This design comes from an exercise in tuning for small area and a short achievable clock period on the open sky130 flow, not from production work.
RTL that was checked went through simulation tests only; none was proved equivalent to the original.
Power is estimated from default activity; no workload was simulated.

## job 101
## circuit
module circuit (
  output [47:0] p,
  input  [17:0] a, b, d,
  input  [47:0] c,
  input  clk, rstn);
Settings: LEC_CHECK=0, CAP_MARGIN=20, CORE_MARGIN=2, CORE_UTILIZATION=70, CTS_CLUSTER_DIAMETER=80, CTS_CLUSTER_SIZE=25, SETUP_SLACK_MARGIN=4.6, SLEW_MARGIN=20, SYNTH_HIERARCHICAL=1; clock period 7.0 ns.
standard.sh (not shown) runs the stock make flow with config.mk's settings and CLKGATE_MAP_FILE= SYNTH_SCRIPT=/design/flow/synth_recipe.tcl, a recipe that flattens the netlist after the stock synthesis.
==> flow/flow/run.sh <==
#!/bin/bash
# Standard layout, with the port buffers made of buf_2 cells instead of the default delay buffer.
set -euo pipefail
export BUFFER_PORTS_ARGS="-buffer_cell sky130_fd_sc_hd__buf_2"
bash standard.sh > standard.log 2>&1
Job 101 reached the end of the flow, and the finished layout is clean on the timing, design-rule and antenna checks.
Inputs modified between job 101 and job 102:
Settings: CORE_UTILIZATION: 70 -> 65; GPL_TIMING_DRIVEN: unset -> 0.
Results
- Both conditions hold for job 102: the flow ran to the end and the final layout passed the timing, design-rule and antenna checks.
- Job 101 reports its critical path's slowest cell as sky130_fd_sc_hd__dfxtp_2 while job 102 reports sky130_fd_sc_hd__fa_1.
- Power: job 102 draws more than job 101
- Job 101 reports its start-to-end type of the worst setup path as flop to primary output while job 102 reports flop to flop.
- Comparing job 101 and job 102, the higher number of placed instances, taps included was measured on job 102.
- Looking at job 101 and job 102, the worst hold slack across all endpoints is a wash.
- Job 102 vs job 101, sequential power went down by 6.7%.
Here is what was changed in the inputs of job 103 compared with job 102.
Settings: GPL_TIMING_DRIVEN removed (was 0); SETUP_SLACK_MARGIN changed from 4.6 to 4.65.
### Flow results
Between job 102 and job 103, the flow reports detail-routed via count per cell increasing slightly. Per the comparison of job 103 with job 102, ratio of cells with drive above 1 in the final layout went down by 2.8 points; sequential share of power went up; post-route worst setup slack higher. Utilization | job 103 below job 102. A termination of the worst setup path of p[23] is what job 103 shows, while t_r_20_5$_DFF_P_ belongs to job 102.

== oak ==
Another version of the RTL of circuit (not shown whole).
Size in the first run: about 1700 cells after synthesis, about 410 flip-flops, roughly 19000 sq um of cells after synthesis.
Settings: LEC_CHECK=0, CAP_MARGIN=20, CORE_MARGIN=2, CORE_UTILIZATION=70, CTS_CLUSTER_DIAMETER=80, CTS_CLUSTER_SIZE=25, SETUP_SLACK_MARGIN=4.6, SLEW_MARGIN=20, SYNTH_HIERARCHICAL=1; clock period 7.0 ns.
Scripts as last shown in full above: flow/flow/run.sh
oak: flow completed, timing, DRC and antenna clean
Modified inputs, pine compared to oak
# oak
export LEC_CHECK = 0
export CAP_MARGIN = 20
export CORE_MARGIN = 2
export CORE_UTILIZATION = 70
export CTS_CLUSTER_DIAMETER = 80
export CTS_CLUSTER_SIZE = 25
export SETUP_SLACK_MARGIN = 4.6
export SLEW_MARGIN = 20
export SYNTH_HIERARCHICAL = 1
create_clock -name core_clock -period 7.0 [get_ports {clk}]
# pine
export LEC_CHECK = 0
export CAP_MARGIN = 20
export CORE_MARGIN = 2
export CORE_UTILIZATION = 65
export CTS_CLUSTER_DIAMETER = 80
export CTS_CLUSTER_SIZE = 25
export SETUP_SLACK_MARGIN = 4.6
export SLEW_MARGIN = 20
export SYNTH_HIERARCHICAL = 1
create_clock -name core_clock -period 7.0 [get_ports {clk}]
Notes after the runs:
- Looking at average via count per standard cell, pine sits about 5% below oak.
- Going from oak to pine, the all-layer global routing usage was found to have gone down by 1.8 points.
- ~same fraction of area in multi-input gates in pine and oak
- Going from oak to pine, setup slack of the critical path after layout flat, register-to-register slack down 0.03 ns, static leakage flat, power down 0.39%.
- Between pine and oak, the non-clock buffer count is lower for pine.
- The final critical-path required period on oak is in line with that on pine.
- In the route summary, pine ends up with a via count below that of oak.
- Of pine and oak, it is pine that has the lower met1 usage.
No run of this note included a check of the RTL's function; only the layout flow was run.

RTL: one of the versions met above, not the one the previous note started from.
Size in the first run: roughly 360 flip-flops, roughly 150 I/O pins, about 18000 µm² of cells after synthesis.
==> flow/design.v (excerpt) <==
module circuit (
  output [47:0] p,
  input  [17:0] a, b, d,
  input  [47:0] c,
  input  clk, rstn);
==> flow/config.mk <==
export PLATFORM = sky130hd
export DESIGN_NAME = circuit
export DESIGN_NICKNAME = circuit
export VERILOG_FILES = /design/flow/design.v
export SDC_FILE = /design/flow/constraint.sdc
export NUM_CORES = 4
export LEC_CHECK = 0
export CAP_MARGIN = 20
export CORE_MARGIN = 2
export CORE_UTILIZATION = 65
export CTS_CLUSTER_DIAMETER = 80
export CTS_CLUSTER_SIZE = 25
export PLACE_DENSITY = 0.75
export SETUP_SLACK_MARGIN = 4.6
export SLEW_MARGIN = 20
export SYNTH_HIERARCHICAL = 1
==> flow/constraint.sdc <==
create_clock -name core_clock -period 7.0 [get_ports {clk}]
set_input_delay 1.4000 -clock core_clock [delete_from_list [all_inputs] [get_ports {clk}]]
set_output_delay 1.4000 -clock core_clock [all_outputs]
set_load 0.01 [all_outputs]
Scripts as last shown in full above: flow/flow/run.sh
Change:
Settings changed: PLACE_DENSITY 0.75 to unset.
Result:
- total power came out lower by 3.4%
- via count decreases by about 2.4%
- clock-buffer cell count does not change
- final area falls by 0.57%
- global-route usage came out lower by 1.1 points
- routed wire length shrinks by 4.9%
- synthesized area does not change
- core utilization shrinks by 0.41 points
Change:
Settings changed: SETUP_SLACK_MARGIN 4.6 to 4.55.
=> First-iteration DRC count went up by about 20%; cell count stays flat; die area does not change; core utilization falls by 0.91 points; wire length drops by 0.67%; cell area went down by 1.3%; setup slack loses 52 ps; clock skew is higher by 11 ps; clock-buffer cell count is higher by 3; combinational power is lower by about 1%.

Setup of build 22:
Another version of the RTL of circuit (not shown whole).
For scale: about 1,800 cells after synthesis, roughly 410 flip-flops.
export LEC_CHECK = 0
export CAP_MARGIN = 20
export CORE_MARGIN = 2
export CORE_UTILIZATION = 65
export CTS_CLUSTER_DIAMETER = 80
export CTS_CLUSTER_SIZE = 25
export SETUP_SLACK_MARGIN = 4.5
export SLEW_MARGIN = 20
export SYNTH_HIERARCHICAL = 1
create_clock -name core_clock -period 7.0 [get_ports {clk}]
Scripts as last shown in full above: flow/flow/run.sh
Build 22 ended with every stage complete and zero timing, DRC or antenna violations.
For build 37, these inputs were changed with respect to build 22:
Settings: SETUP_SLACK_MARGIN changed from 4.5 to 4.7.
### Flow results
Cell internal power dissipation on build 37 is up relative to build 22.
In build 37, the first-pass GRT wire length came out about 3.5% below the value in build 22.
Core utilization for build 37 is higher than for build 22.
The following lists how build 68 was set up differently from build 37:
Settings: changing SETUP_SLACK_MARGIN from 4.7 to 4.6.
==> flow/flow/run.sh <==
#!/bin/bash
# Standard layout, with the port buffers made of buf_1 cells instead of the default delay buffer.
set -euo pipefail
export BUFFER_PORTS_ARGS="-buffer_cell sky130_fd_sc_hd__buf_1"
bash standard.sh > standard.log 2>&1
Results
Max area of all placed cells without fillers across build 68 and build 37: build 37. Build 68 vs. build 37: global-route usage rose by 0.39 points, sequential power stayed essentially flat.
### build 68 -> build 25
==> flow/flow/run.sh <==
#!/bin/bash
# Standard layout, with the port buffers made of buf_2 cells instead of the default delay buffer.
set -euo pipefail
export BUFFER_PORTS_ARGS="-buffer_cell sky130_fd_sc_hd__buf_2"
bash standard.sh > standard.log 2>&1
==> notes.md <==
- [compare] base=build 68 new=build 25: share of the clock period used by the worst path after layout saw little to no change, fmax saw an increase.
- Per the comparison of build 25 with build 68, utilization moved up, total placed cells including tap cells neither gained nor lost much, clock latency of the later-clocked register in the worst-skew pair went down.
- Build 68 → build 25: logic depth of the worst path, buffers included flat, layout-stage area growth over the synthesis result up 0.54 points.
--- input diff build 25..build 50 ---
Settings: a change of CTS_CLUSTER_DIAMETER from 80 to 60; a change of CTS_CLUSTER_SIZE from 25 to 30.
[summary]
- Build 25 → build 50: core utilization of the finished layout now sits higher; number of fill cells in the layout now sits lower.
- In the final design statistics, build 50 uses more standard cells in total than build 25.
- On part of the power in combinational logic: build 50 sits below build 25.
- Looking at total met2 wirelength after detailed routing, build 50 sits above build 25.
- Relative to build 25, arrival time of the worst setup path has gone up in build 50.
- Clock share of power: higher on build 50
- Relative to build 25, final worst-path cycle share increased by 0.55 points in build 50.
- When build 50 is measured against build 25, its final wirelength turns out 1.5% higher.
No functional check of the RTL was part of any run of this note.

pepper:
Another version of the RTL of circuit (not shown whole).
Size: about 1,800 cells after synthesis, roughly 150 I/O pins, ~0.019 mm2 of cells after synthesis.
==> flow/config.mk <==
export PLATFORM = sky130hd
export DESIGN_NAME = circuit
export DESIGN_NICKNAME = circuit
export VERILOG_FILES = /design/flow/design.v
export SDC_FILE = /design/flow/constraint.sdc
export NUM_CORES = 4
export LEC_CHECK = 0
export CAP_MARGIN = 20
export CORE_MARGIN = 2
export CORE_UTILIZATION = 40
export SETUP_SLACK_MARGIN = 4.0
export SLEW_MARGIN = 20
export SYNTH_HIERARCHICAL = 1
==> flow/constraint.sdc <==
create_clock -name core_clock -period 7.0 [get_ports {clk}]
set_input_delay 1.4000 -clock core_clock [delete_from_list [all_inputs] [get_ports {clk}]]
set_output_delay 1.4000 -clock core_clock [all_outputs]
set_load 0.01 [all_outputs]
run.sh (not shown) runs the stock make flow with config.mk's settings and CLKGATE_MAP_FILE= SYNTH_SCRIPT=/design/flow/synth_recipe.tcl, a recipe that flattens the netlist after the stock synthesis.
Stock flow here: none of the scripts above is used.
The following lists how fjord was set up differently from pepper:
# pepper
export LEC_CHECK = 0
export CAP_MARGIN = 20
export CORE_MARGIN = 2
export CORE_UTILIZATION = 40
export SETUP_SLACK_MARGIN = 4.0
export SLEW_MARGIN = 20
export SYNTH_HIERARCHICAL = 1
create_clock -name core_clock -period 7.0 [get_ports {clk}]
# fjord
export LEC_CHECK = 0
export CAP_MARGIN = 20
export CORE_MARGIN = 2
export CORE_UTILIZATION = 40
export SLEW_MARGIN = 20
export SYNTH_HIERARCHICAL = 1
create_clock -name core_clock -period 7.0 [get_ports {clk}]
- In terms of number of cells on the worst hold path, pepper and fjord differ only marginally.
- Between pepper and fjord, met2 layer wire length in the routed design decreased.
- fjord ended up with t_r_18_3 as its end of the critical path; pepper ended up with t_r_23_3.
- The all-layer global routing usage was comparable across pepper and fjord.
The following lists how ember was set up differently from fjord:
# fjord
export LEC_CHECK = 0
export CAP_MARGIN = 20
export CORE_MARGIN = 2
export CORE_UTILIZATION = 40
export SLEW_MARGIN = 20
export SYNTH_HIERARCHICAL = 1
create_clock -name core_clock -period 7.0 [get_ports {clk}]
# ember
export LEC_CHECK = 0
export CAP_MARGIN = 20
export CORE_MARGIN = 2
export CORE_UTILIZATION = 40
export SETUP_SLACK_MARGIN = 4.4
export SLEW_MARGIN = 20
export SYNTH_HIERARCHICAL = 1
create_clock -name core_clock -period 7.0 [get_ports {clk}]
Results
Going from fjord to ember, power density over the cells +about 2.7%, final period utilization lower. Compared to fjord, the routing of ember uses more wire. Looking only at sequential share of power, and setting everything else aside, the lower value of ember and fjord goes to ember. Looking at ember and fjord, the minimum hold slack is a wash. Compared with fjord, ember has extra setup slack. Total global-route track usage came out higher on ember than on fjord. On total power, the lower figure sits with fjord, not ember.

-- what the ideal ports hide --
Ports are ideal in the flow. The routed layouts listed here were re-timed in OpenROAD.
Step 1 (the two cells are an assumption about what drives the block):
set clk [get_ports {clk}]
set_driving_cell -lib_cell sky130_fd_sc_hd__clkbuf_16 $clk
set_driving_cell -lib_cell sky130_fd_sc_hd__buf_2 [delete_from_list [all_inputs] $clk]
Step 2, shift: input delay + t, output delay - t, t = (earliest + latest rising clock arrival at the registers) / 2. This alone moves slack from input paths to output paths.
Slacks: ideal ports / drivers / drivers and shift; pairs: ideal ports / drivers.
run | t, ns | setup WS [ns] | worst setup path after step 2 | slew at the worst register clock pin (ns) | worst data-port slew with drivers (ns)
job 101 | 0.581 | 4.606 / 4.556 / 4.263 | input to register | 0.11 / 0.11 | 0.04
job 102 | 0.569 | 4.593 / 4.580 / 4.264 | input to register | 0.10 / 0.10 | 0.04
job 103 | 0.577 | 4.619 / 4.569 / 4.261 | input to register | 0.10 / 0.10 | 0.05
oak | 0.585 | 4.608 / 4.559 / 4.273 | input to register | 0.11 / 0.11 | 0.04
pine | 0.580 | 4.607 / 4.557 / 4.183 | input to register | 0.10 / 0.10 | 0.04
the first run of note 3 | 0.575 | 4.622 / 4.569 / 4.281 | input to register | 0.10 / 0.10 | 0.05
the second run of note 3 | 0.572 | 4.633 / 4.578 / 4.252 | input to register | 0.10 / 0.10 | 0.04
the third run of note 3 | 0.567 | 4.581 / 4.531 / 4.222 | input to register | 0.10 / 0.10 | 0.04
build 22 | 0.587 | 4.553 / 4.543 / 4.170 | input to register | 0.10 / 0.10 | 0.05
build 37 | 0.591 | 4.618 / 4.565 / 4.283 | input to register | 0.11 / 0.11 | 0.05
build 68 | 0.595 | 4.607 / 4.553 / 4.211 | input to register | 0.10 / 0.10 | 0.05
build 25 | 0.577 | 4.616 / 4.563 / 4.186 | input to register | 0.10 / 0.10 | 0.06
build 50 | 0.623 | 4.577 / 4.524 / 4.188 | input to register | 0.10 / 0.10 | 0.06
pepper | 0.602 | 4.079 / 4.079 / 3.662 | input to register | 0.06 / 0.06 | 0.07
fjord | 0.595 | 3.528 / 3.528 / 3.171 | input to register | 0.06 / 0.06 | 0.05
ember | 0.594 | 4.170 / 4.170 / 3.907 | input to register | 0.06 / 0.06 | 0.05
After both steps setup and hold are still met in every run listed. For build 25, which loses most, drivers alone change the setup slack by -0.053 ns; drivers and shift together by -0.430 ns.
